Source: an optimization exercise on an open RTL-to-GDS flow (aim: small area). Production flows keep margins and buffers that such runs may drop.
Where RTL was checked, it was by simulation tests only, not by an equivalence proof against the original.
Power is estimated from default activity; no workload was simulated.

==> flow/design.v <==
`timescale 1ns / 1ps
module cpu8(
	input clk,
	input rst,                  
	output [7:0] imem_addr,     
	input [15:0] imem_data,     
	output [7:0] dmem_addr,
	output [7:0] dmem_wdata,
	output dmem_we,
	input [7:0] dmem_rdata,     
	input [7:0] dip,            
	output [7:0] result         
	);
wire [15:0] i = imem_data;
wire       msb = i[15];
wire [3:0] a1  = i[14:11];
wire [4:0] lo  = i[10:6];       
wire [2:0] in1 = i[5:3];
wire [2:0] in2 = i[2:0];
wire [2:0] ls  = i[10:8];
wire [7:0] imm = i[7:0];
wire a1_0 = (a1 == 4'd0);
wire a1_6 = (a1 == 4'd6);
wire a1_8 = (a1 == 4'd8);
wire a1_9 = (a1 == 4'd9);
wire ldsel = a1_6 | (a1 == 4'd7) | a1_9;
wire isLoad  = msb & ldsel;
wire isStore = msb & a1_8;
wire isJump  = msb & ~a1[3] & ~(a1[2] & a1[1]);
wire [31:0] lod = 32'd1 << lo;
wire [31:0] opd = a1_0 ? lod : 32'd0;
wire op_196  = a1_6 & lod[4];
wire sel_sum = opd[1] | opd[3] | opd[15] | opd[16];
wire sel_p   = opd[4] | opd[5] | opd[8] | opd[18];
wire sel_g   = opd[2] | opd[4];
wire sel_b   = opd[6];
wire sel_d1  = opd[20] | op_196;
wire sel_sh  = opd[9] | opd[10] | opd[11] | opd[12] | opd[13] | opd[14];
wire op_shr  = opd[9] | opd[10];
wire op_shl  = opd[11] | opd[12];
wire op_rot  = opd[13] | opd[14];
wire known   = opd[0] | sel_sum | sel_p | sel_g | sel_b | sel_d1 | sel_sh;
wire sel_3   = ~known;
wire rw = ldsel | (opd[1] | opd[2] | opd[3] | opd[4] | opd[5] | opd[6] | opd[8]
                   | sel_sh | opd[15] | opd[16] | opd[20]);
reg [63:0] rf;                  
wire [2:0] rbad = a1[3] ? ls : in2;
wire [7:0] d1 = rf[8*in1 +: 8];
wire [7:0] rb = rf[8*rbad +: 8];
wire use_b = ~lo[3] & (~lo[4] | lo[2]);
wire inv_b = (lo[4] & ~lo[1]) | (lo[0] & lo[1] & ~lo[2]) | (lo[3] & ~lo[0]);
wire cin   = lo[1] | lo[2];
wire [7:0] b = ({8{use_b}} & rb) ^ {8{inv_b}};
wire [7:0] p = d1 ^ b;
wire [7:0] g = d1 & b;
wire [8:0] sum = {1'b0, d1} + {1'b0, b} + {8'd0, cin};
wire [2:0] n = in2;
wire right = op_shr | opd[14];
wire [2:0] k = right ? (3'd0 - n) : n;
wire [7:0] s1 = k[0] ? {d1[6:0], d1[7]}   : d1;
wire [7:0] s2 = k[1] ? {s1[5:0], s1[7:6]} : s1;
wire [7:0] rot = k[2] ? {s2[3:0], s2[7:4]} : s2;
wire [7:0] th = 8'hff << n;                  
wire [7:0] thr = {th[0], th[1], th[2], th[3], th[4], th[5], th[6], th[7]};
wire [7:0] mask = ~({8{op_shl}} & ~th) & ~({8{op_shr}} & ~thr);
wire [7:0] shres = rot & mask;
wire [7:0] res = ({8{sel_sum}} & sum[7:0]) | ({8{sel_p}} & p) | ({8{sel_g}} & g)
               | ({8{sel_b}} & rb) | ({8{sel_d1}} & d1) | ({8{sel_sh}} & shres)
               | {6'd0, sel_3, sel_3};
assign result = res;
reg fz, fc, fs, fo;
wire nz = (n != 3'd0);
wire setzs = sel_sum | opd[2] | opd[4] | opd[5] | sel_sh | opd[20];
wire [7:0] zsrc = opd[20] ? sum[7:0] : res;
wire zn = (zsrc == 8'd0);
wire sn = zsrc[7];
wire c_add = opd[1] | opd[15];       
wire c_dec = opd[16];                
wire c_keep = ~(c_add | c_dec | opd[2] | opd[4] | opd[5] | op_shr | op_shl | op_rot);
wire cn = (c_add & sum[8]) | (c_dec & ~sum[8]) | (c_keep & fc)
        | (op_shr & nz & rot[7]) | (op_shl & nz & rot[0]) | (op_rot & res[7]);
wire o_keep = ~(c_add | c_dec | opd[3] | opd[20] | opd[2] | opd[4] | opd[5] | op_shr | op_shl | op_rot);
wire on = (c_add & sum[8]) | (c_dec & ~sum[8]) | ((opd[3] | opd[20]) & fc) | (o_keep & fo)
        | ((op_shr | op_shl) & (res[7] ^ d1[7])) | (op_rot & d1[7]);
always @(posedge clk) begin
	if (rst) begin
		fz <= 1'b0; fc <= 1'b0; fs <= 1'b0; fo <= 1'b0;
	end else begin
		if (setzs) begin fz <= zn; fs <= sn; end
		fc <= cn; fo <= on;
	end
end
wire [2:0] wa = isLoad ? ls : in1;
wire [7:0] wd = isLoad ? (a1_6 ? imm : a1_9 ? dip : dmem_rdata) : res;
wire [63:0] init = {8'd7, 8'd6, 8'd5, 8'd3, 8'd3, 8'd11, 8'd9, 8'd4};
wire [7:0] wd0 = wd & ~{8{rst}};
wire [7:0] wd1 = wd | {8{rst}};
wire [7:0] wsel = 8'd1 << wa;
genvar wk, bb;
generate for (wk = 0; wk < 8; wk = wk + 1) begin : wr
	wire en = rst | (rw & wsel[wk]);
	for (bb = 0; bb < 8; bb = bb + 1) begin : bt
		always @(posedge clk) if (en) rf[8*wk+bb] <= init[8*wk+bb] ? wd1[bb] : wd0[bb];
	end
end endgenerate
reg [7:0] pc;
reg take;
always @(*) begin
	case (a1[2:0])
	3'd0: take = fz;
	3'd1: take = fc;
	3'd2: take = ~fc & ~fz;
	3'd3: take = fs ^ fo;
	3'd4: take = ~(fs ^ fo) & ~fz;
	default: take = 1'b1;
	endcase
end
always @(posedge clk) begin
	if (rst)                 pc <= 8'd0;
	else if (isJump & take)  pc <= imm;
	else                     pc <= pc + 8'd1;
end
assign imem_addr = pc;
assign dmem_addr = imm;
assign dmem_wdata = rb;
assign dmem_we = isStore;
endmodule
==> flow/config.mk <==
export PLATFORM = sky130hd
export DESIGN_NAME = cpu8
export DESIGN_NICKNAME = cpu8
export VERILOG_FILES = /design/flow/design.v
export SDC_FILE = /design/flow/constraint.sdc
export NUM_CORES = 4
export LEC_CHECK = 0
export ABC_AREA = 1
export CAP_MARGIN = 20
export CORE_MARGIN = 2
export CORE_UTILIZATION = 40
export GPL_TIMING_DRIVEN = 0
export SLEW_MARGIN = 20
==> flow/constraint.sdc <==
create_clock -name core_clock -period 7.0 [get_ports {clk}]
set_input_delay 1.4000 -clock core_clock [delete_from_list [all_inputs] [get_ports {clk}]]
set_output_delay 1.4000 -clock core_clock [all_outputs]
set_load 0.01 [all_outputs]
standard.sh (not shown) runs the stock make flow with config.mk's settings and CLKGATE_MAP_FILE= SYNTH_SCRIPT=/design/flow/synth_recipe.tcl, a recipe that flattens the netlist after the stock synthesis.
==> flow/flow/run.sh <==
#!/bin/bash
# Standard ORFS layout with two changes: an area-oriented ABC mapping
# script (flow/abc.script) and minimum-size port buffers.
set -uo pipefail
rm -rf scripts_mod
cp -r "$FLOW_HOME/scripts" scripts_mod
cp flow/abc.script scripts_mod/abc_area.script
bash standard.sh SCRIPTS_DIR="$PWD/scripts_mod" ABC_AREA=1 ADDER_MAP_FILE= \
  "BUFFER_PORTS_ARGS=-buffer_cell sky130_fd_sc_hd__buf_1" "CTS_ARGS=-sink_clustering_enable -repair_clock_nets -buf_list sky130_fd_sc_hd__clkbuf_8 -dont_use_dummy_load" finish > standard.log 2>&1
==> flow/flow/abc.script <==
strash
dch
amap
The baseline ran to the end with no violations.
Edit:
--- a/flow/design.v
+++ b/flow/design.v
@@ -44,8 +44,8 @@
 wire rw = ldsel | (opd[1] | opd[2] | opd[3] | opd[4] | opd[5] | opd[6] | opd[8]
                    | sel_sh | opd[15] | opd[16] | opd[20]);
-reg [63:0] rf;                  
+reg [7:0] r [0:7];
 wire [2:0] rbad = a1[3] ? ls : in2;
-wire [7:0] d1 = rf[8*in1 +: 8];
-wire [7:0] rb = rf[8*rbad +: 8];
+wire [7:0] d1 = r[in1];
+wire [7:0] rb = r[rbad];
 wire use_b = ~lo[3] & (~lo[4] | lo[2]);
 wire inv_b = (lo[4] & ~lo[1]) | (lo[0] & lo[1] & ~lo[2]) | (lo[3] & ~lo[0]);
@@ -75,12 +75,15 @@
 wire zn = (zsrc == 8'd0);
 wire sn = zsrc[7];
-wire c_add = opd[1] | opd[15];       
-wire c_dec = opd[16];                
-wire c_keep = ~(c_add | c_dec | opd[2] | opd[4] | opd[5] | op_shr | op_shl | op_rot);
-wire cn = (c_add & sum[8]) | (c_dec & ~sum[8]) | (c_keep & fc)
-        | (op_shr & nz & rot[7]) | (op_shl & nz & rot[0]) | (op_rot & res[7]);
-wire o_keep = ~(c_add | c_dec | opd[3] | opd[20] | opd[2] | opd[4] | opd[5] | op_shr | op_shl | op_rot);
-wire on = (c_add & sum[8]) | (c_dec & ~sum[8]) | ((opd[3] | opd[20]) & fc) | (o_keep & fo)
-        | ((op_shr | op_shl) & (res[7] ^ d1[7])) | (op_rot & d1[7]);
+reg cn, on;
+always @(*) begin
+	cn = fc; on = fo;
+	if (opd[1] | opd[15]) begin cn = sum[8];  on = sum[8]; end
+	if (opd[16])          begin cn = ~sum[8]; on = ~sum[8]; end
+	if (opd[3] | opd[20]) begin on = fc; end
+	if (opd[2] | opd[4] | opd[5]) begin cn = 1'b0; on = 1'b0; end
+	if (op_shr)           begin cn = nz & rot[7]; on = res[7] ^ d1[7]; end
+	if (op_shl)           begin cn = nz & rot[0]; on = res[7] ^ d1[7]; end
+	if (op_rot)           begin cn = res[7]; on = d1[7]; end
+end
 always @(posedge clk) begin
 	if (rst) begin
@@ -93,15 +96,12 @@
 wire [2:0] wa = isLoad ? ls : in1;
 wire [7:0] wd = isLoad ? (a1_6 ? imm : a1_9 ? dip : dmem_rdata) : res;
-wire [63:0] init = {8'd7, 8'd6, 8'd5, 8'd3, 8'd3, 8'd11, 8'd9, 8'd4};
-wire [7:0] wd0 = wd & ~{8{rst}};
-wire [7:0] wd1 = wd | {8{rst}};
-wire [7:0] wsel = 8'd1 << wa;
-genvar wk, bb;
-generate for (wk = 0; wk < 8; wk = wk + 1) begin : wr
-	wire en = rst | (rw & wsel[wk]);
-	for (bb = 0; bb < 8; bb = bb + 1) begin : bt
-		always @(posedge clk) if (en) rf[8*wk+bb] <= init[8*wk+bb] ? wd1[bb] : wd0[bb];
+always @(posedge clk) begin
+	if (rst) begin
+		r[0] <= 8'd4; r[1] <= 8'd9; r[2] <= 8'd11; r[3] <= 8'd3;
+		r[4] <= 8'd3; r[5] <= 8'd5; r[6] <= 8'd6; r[7] <= 8'd7;
+	end else if (rw) begin
+		r[wa] <= wd;
 	end
-end endgenerate
+end
 reg [7:0] pc;
 reg take;
Result:
- final cell count climbs by a little under a tenth
- via count went up by a little under a tenth
- total power drops by a few percent
- maximum frequency rose slightly
- worst setup slack improved by 0.075 ns
- final area rose by a few percent
- critical path depth rose by 2
- sequential power went down by a few percent
- synthesized cell count came out higher by roughly a tenth
- core utilization fell by 0.92 points
- first-iteration DRC count falls by about a fifth
- worst hold slack gets worse by 0.023 ns
Function not checked in the first run of this note: the RTL went through the layout flow alone.

port drivers added, routing unchanged:
No port has a modelled driver above. Below, the same layouts with a new extraction and two added sets of constraints.
Step 1: set_driving_cell puts a clkbuf_16 on clk and a buf_2 on each other input, an assumption about the parent block.
Step 2 adds t to the input delays and takes it off the output delays; t is the mean of the earliest and latest rising clock arrival at the registers after step 1. Input paths then give back, and output paths get back, about the clock's delay inside the block.
Three values: no drivers, after step 1, after step 2; two values: the first two.
run | t, ns | setup WS [ns] | clock arrival spread, ns
the first run | 0.385 | 0.192 / 0.167 / 0.167 | 0.016 / 0.016
the second run | 0.394 | 0.268 / 0.244 / 0.244 | 0.020 / 0.020
After both steps setup and hold are still met in every run listed. For the first run, which loses most, drivers alone change the setup slack by -0.025 ns; drivers and shift together by -0.025 ns.
